This design comes from an exercise in tuning for small area and a short achievable clock period on the open sky130 flow, not from production work.
In this exercise RTL edits were held to simulation tests only and were not proved equivalent to the original.
Power and IR drop assume default switching activity. The clock port is modelled as an ideal driver; clocking choices that lean on that would not hold on a real chip.

==> flow/design.v (excerpt) <==
module resa_subarray (
    input  wire         clk,
    input  wire         rst,
    input  wire [1:0]   dataflow_sel,
    input  wire         stationary_sel,
    input  wire [63:0]  array_ifmap_in,
    input  wire [63:0]  array_weight_in,
    input  wire [127:0] array_psum_in_v,
    input  wire [127:0] array_psum_in_h,
    output wire [63:0]  array_ifmap_out,
    output wire [63:0]  array_weight_out,
    output wire [127:0] array_psum_out_v,
    output wire [127:0] array_psum_out_h
);
Size in the first run: about 9000 cells after synthesis, roughly 770 I/O pins, roughly 0.093 sq mm of cells after synthesis.
Settings: LEC_CHECK=0, CAP_MARGIN=20, CORE_MARGIN=2, CORE_UTILIZATION=60, PLACE_DENSITY=0.68, SLEW_MARGIN=20, SYNTH_HIERARCHICAL=1; clock period 10.0 ns.
standard.sh (not shown) runs the stock make flow with config.mk's settings and CLKGATE_MAP_FILE= SYNTH_SCRIPT=/design/flow/synth_recipe.tcl, a recipe that flattens the netlist after the stock synthesis.
==> flow/flow/run.sh <==
#!/bin/bash
# The standard layout, with changes made through ORFS's own variables only:
# clock tree synthesis without dummy loads and with larger sink clusters, port buffers of cell buf_2, and
# timing repair aiming at a 5.0 ns setup margin. Each tool's output is kept
# in the ORFS logs under orfs/logs; make's own output goes to
# make_finish.log here.
set -euo pipefail
export CTS_ARGS="-sink_clustering_enable -repair_clock_nets -dont_use_dummy_load -sink_clustering_size 30 -sink_clustering_max_diameter 120"
export BUFFER_PORTS_ARGS="-buffer_cell sky130_fd_sc_hd__buf_2"
export SETUP_SLACK_MARGIN=5.0
bash standard.sh finish > make_finish.log 2>&1
Rerun with:
--- a/flow/flow/run.sh
+++ b/flow/flow/run.sh
@@ -7,3 +7,3 @@
 set -euo pipefail
-export CTS_ARGS="-sink_clustering_enable -repair_clock_nets -dont_use_dummy_load -sink_clustering_size 30 -sink_clustering_max_diameter 120"
+export CTS_ARGS="-sink_clustering_enable -repair_clock_nets -dont_use_dummy_load -sink_clustering_size 20 -sink_clustering_max_diameter 80"
 export BUFFER_PORTS_ARGS="-buffer_cell sky130_fd_sc_hd__buf_2"
Result: The changed run ran to the end with no violations; cell area is higher by 0.57%; clock skew is lower by 0.081 ns; core utilization is higher by 0.37 points; clock power is higher by 28%; sequential cell count stays the same; worst setup slack improves by 0.050 ns; sequential share of layout area is lower by 0.19 points; routed wire length hardly moves; first-iteration DRC count is lower by 1.5%; worst hold slack improves by 0.010 ns.
Rerun with:
==> flow/flow/run.sh (replaced) <==
#!/bin/bash
# The standard layout, with changes made through ORFS's own variables only:
# clock tree synthesis without dummy loads, port buffers of cell buf_2, and
# timing repair aiming at a 5.0 ns setup margin. Each tool's output is kept
# in the ORFS logs under orfs/logs; make's own output goes to
# make_finish.log here.
set -euo pipefail
export CTS_ARGS="-sink_clustering_enable -repair_clock_nets -dont_use_dummy_load"
export BUFFER_PORTS_ARGS="-buffer_cell sky130_fd_sc_hd__buf_2"
export SETUP_SLACK_MARGIN=5.0
bash standard.sh finish > make_finish.log 2>&1
After rerunning: Wire length barely changes; total power is higher by a few percent; setup slack hardly moves; global-route usage rises by 0.27 points; count of clock-buffer cells in the layout came out higher by 58; critical path depth went down by 11; design area climbs slightly; non-clock buffer count decreases by 9; clock power grows by a quarter to a third.
Rerun with:
--- a/flow/config.mk
+++ b/flow/config.mk
@@ -9,4 +9,6 @@
 export CORE_MARGIN = 2
-export CORE_UTILIZATION = 60
-export PLACE_DENSITY = 0.68
+export CORE_UTILIZATION = 70
+export CTS_CLUSTER_DIAMETER = 100
+export CTS_CLUSTER_SIZE = 30
+export PLACE_DENSITY = 0.75
 export SLEW_MARGIN = 20
Cell count went down by about 2.6%.
Clock skew went up by 0.036 ns.
Area after synthesis is unchanged.

========
resa_subarray, a different RTL version from the one above (not shown whole).
Size: ~8,600 cells after synthesis, about 1,500 flip-flops, roughly 770 I/O pins, about 89,000 sq um of cells after synthesis.
## resa_subarray
module resa_subarray (
    input  wire         clk,
    input  wire         rst,
    input  wire [1:0]   dataflow_sel,
    input  wire         stationary_sel,
    input  wire [63:0]  array_ifmap_in,
    input  wire [63:0]  array_weight_in,
    input  wire [127:0] array_psum_in_v,
    input  wire [127:0] array_psum_in_h,
    output wire [63:0]  array_ifmap_out,
    output wire [63:0]  array_weight_out,
    output wire [127:0] array_psum_out_v,
    output wire [127:0] array_psum_out_h
);
    wire [127:0] psum_s;
    wire [27:0]  psum_g;
    sub_array u_array (
        .clk(clk),
        .rst(rst),
        .dataflow_sel(dataflow_sel),
        .stationary_sel(stationary_sel),
        .array_ifmap_in(array_ifmap_in),
        .array_weight_in(array_weight_in),
        .array_psum_in_v(array_psum_in_v),
        .array_psum_in_h(array_psum_in_h),
        .array_ifmap_out(array_ifmap_out),
        .array_weight_out(array_weight_out),
        .psum_s(psum_s),
        .psum_g(psum_g),
        .array_psum_out_h(array_psum_out_h)
    );
    genvar c;
    generate
        for (c = 0; c < 4; c = c + 1) begin: out
            cinc u_out (.s(psum_s[32*c +: 32]), .g(psum_g[7*c +: 7]),
                        .y(array_psum_out_v[32*c +: 32]));
        end
    endgenerate
endmodule
export LEC_CHECK = 0
export CAP_MARGIN = 20
export CORE_MARGIN = 2
export CORE_UTILIZATION = 65
export PLACE_DENSITY = 0.7
export SLEW_MARGIN = 20
export SYNTH_HIERARCHICAL = 1
create_clock -name core_clock -period 10.0 [get_ports {clk}]
==> flow/flow/run.sh <==
#!/bin/bash
# The standard layout, with changes made through ORFS's own variables only:
# clock tree synthesis without dummy loads and with larger sink clusters, port buffers of cell buf_1, and
# timing repair aiming at a 5.15 ns setup margin. Each tool's output is kept
# in the ORFS logs under orfs/logs; make's own output goes to
# make_finish.log here.
set -euo pipefail
export CTS_ARGS="-sink_clustering_enable -repair_clock_nets -dont_use_dummy_load -sink_clustering_size 20 -sink_clustering_max_diameter 80"
export BUFFER_PORTS_ARGS="-buffer_cell sky130_fd_sc_hd__buf_1"
export SETUP_SLACK_MARGIN=5.15
bash standard.sh finish > make_finish.log 2>&1
Edit:
--- a/flow/flow/run.sh
+++ b/flow/flow/run.sh
@@ -4 +4 @@
-# timing repair aiming at a 5.15 ns setup margin. Each tool's output is kept
+# timing repair aiming at a 5.0 ns setup margin. Each tool's output is kept
@@ -10 +10 @@
-export SETUP_SLACK_MARGIN=5.15
+export SETUP_SLACK_MARGIN=5.0
Synthesized cell count stays the same.
Power shrinks by 2.8%.
Maximum frequency shrinks by 0.52%.
Non-clock buffer count shrinks by 121.
Global-route usage shrinks by 1.0 points.
Cell area shrinks by 2.2%.
Setup slack loses 0.026 ns.
Via count shrinks by 1.5%.
Edit:
--- a/flow/flow/run.sh
+++ b/flow/flow/run.sh
@@ -3,2 +3,2 @@
-# clock tree synthesis without dummy loads and with larger sink clusters, port buffers of cell buf_1, and
-# timing repair aiming at a 5.0 ns setup margin. Each tool's output is kept
+# clock tree synthesis without dummy loads and with larger sink clusters, port buffers of cell buf_2, and
+# timing repair aiming at a 5.15 ns setup margin. Each tool's output is kept
@@ -9,2 +9,2 @@
-export BUFFER_PORTS_ARGS="-buffer_cell sky130_fd_sc_hd__buf_1"
-export SETUP_SLACK_MARGIN=5.0
+export BUFFER_PORTS_ARGS="-buffer_cell sky130_fd_sc_hd__buf_2"
+export SETUP_SLACK_MARGIN=5.15
--- a/flow/config.mk
+++ b/flow/config.mk
@@ -10,2 +10,2 @@
-export CORE_UTILIZATION = 65
-export PLACE_DENSITY = 0.7
+export CORE_UTILIZATION = 60
+export PLACE_DENSITY = 0.68
What happened: Clock-buffer cell count rose by 3; cell count is higher by 2.1%; hold slack degrades by 0.027 ns.

[port drivers added, routing unchanged]
In the flow no input, the clock included, has a driving cell. The finished layouts below were timed again as built, in two steps.
Step 1 sets driving cells, clkbuf_16 on the clock port and buf_2 on the other inputs (assumed; they add their load-dependent delay and slew).
Step 2 adds t to the input delays and takes it off the output delays; t is the mean of the earliest and latest rising clock arrival at the registers after step 1. Input paths then give back, and output paths get back, about the clock's delay inside the block.
a / b / c = ideal ports / drivers / drivers and shift; a / b = the first two.
| run | t (ns) | setup WS [ns] | worst hold slack (ns) | pins driven straight from the clock port |
|---|---|---|---|---|
| the first run of note 1 | 0.804 | 5.065 / 5.036 / 4.232 | 0.299 / 0.299 / 0.299 | 1 |
| the second run of note 1 | 0.801 | 5.115 / 5.042 / 4.257 | 0.309 / 0.309 / 0.309 | 1 |
| the third run of note 1 | 0.869 | 5.115 / 5.027 / 4.254 | 0.301 / 0.301 / 0.301 | 1 |
| the fourth run of note 1 | 0.860 | 5.071 / 4.988 / 4.249 | 0.306 / 0.306 / 0.306 | 1 |
| the first run of note 2 | 0.790 | 5.104 / 5.035 / 4.565 | 0.312 / 0.312 / 0.312 | 1 |
| the second run of note 2 | 0.781 | 5.078 / 5.015 / 4.329 | 0.314 / 0.314 / 0.314 | 1 |
| the third run of note 2 | 0.786 | 5.153 / 5.153 / 4.451 | 0.287 / 0.287 / 0.287 | 1 |
After both steps every run listed still meets setup and hold. For the third run of note 1, which loses most, drivers alone change the setup slack by -0.088 ns; drivers and shift together by -0.861 ns.
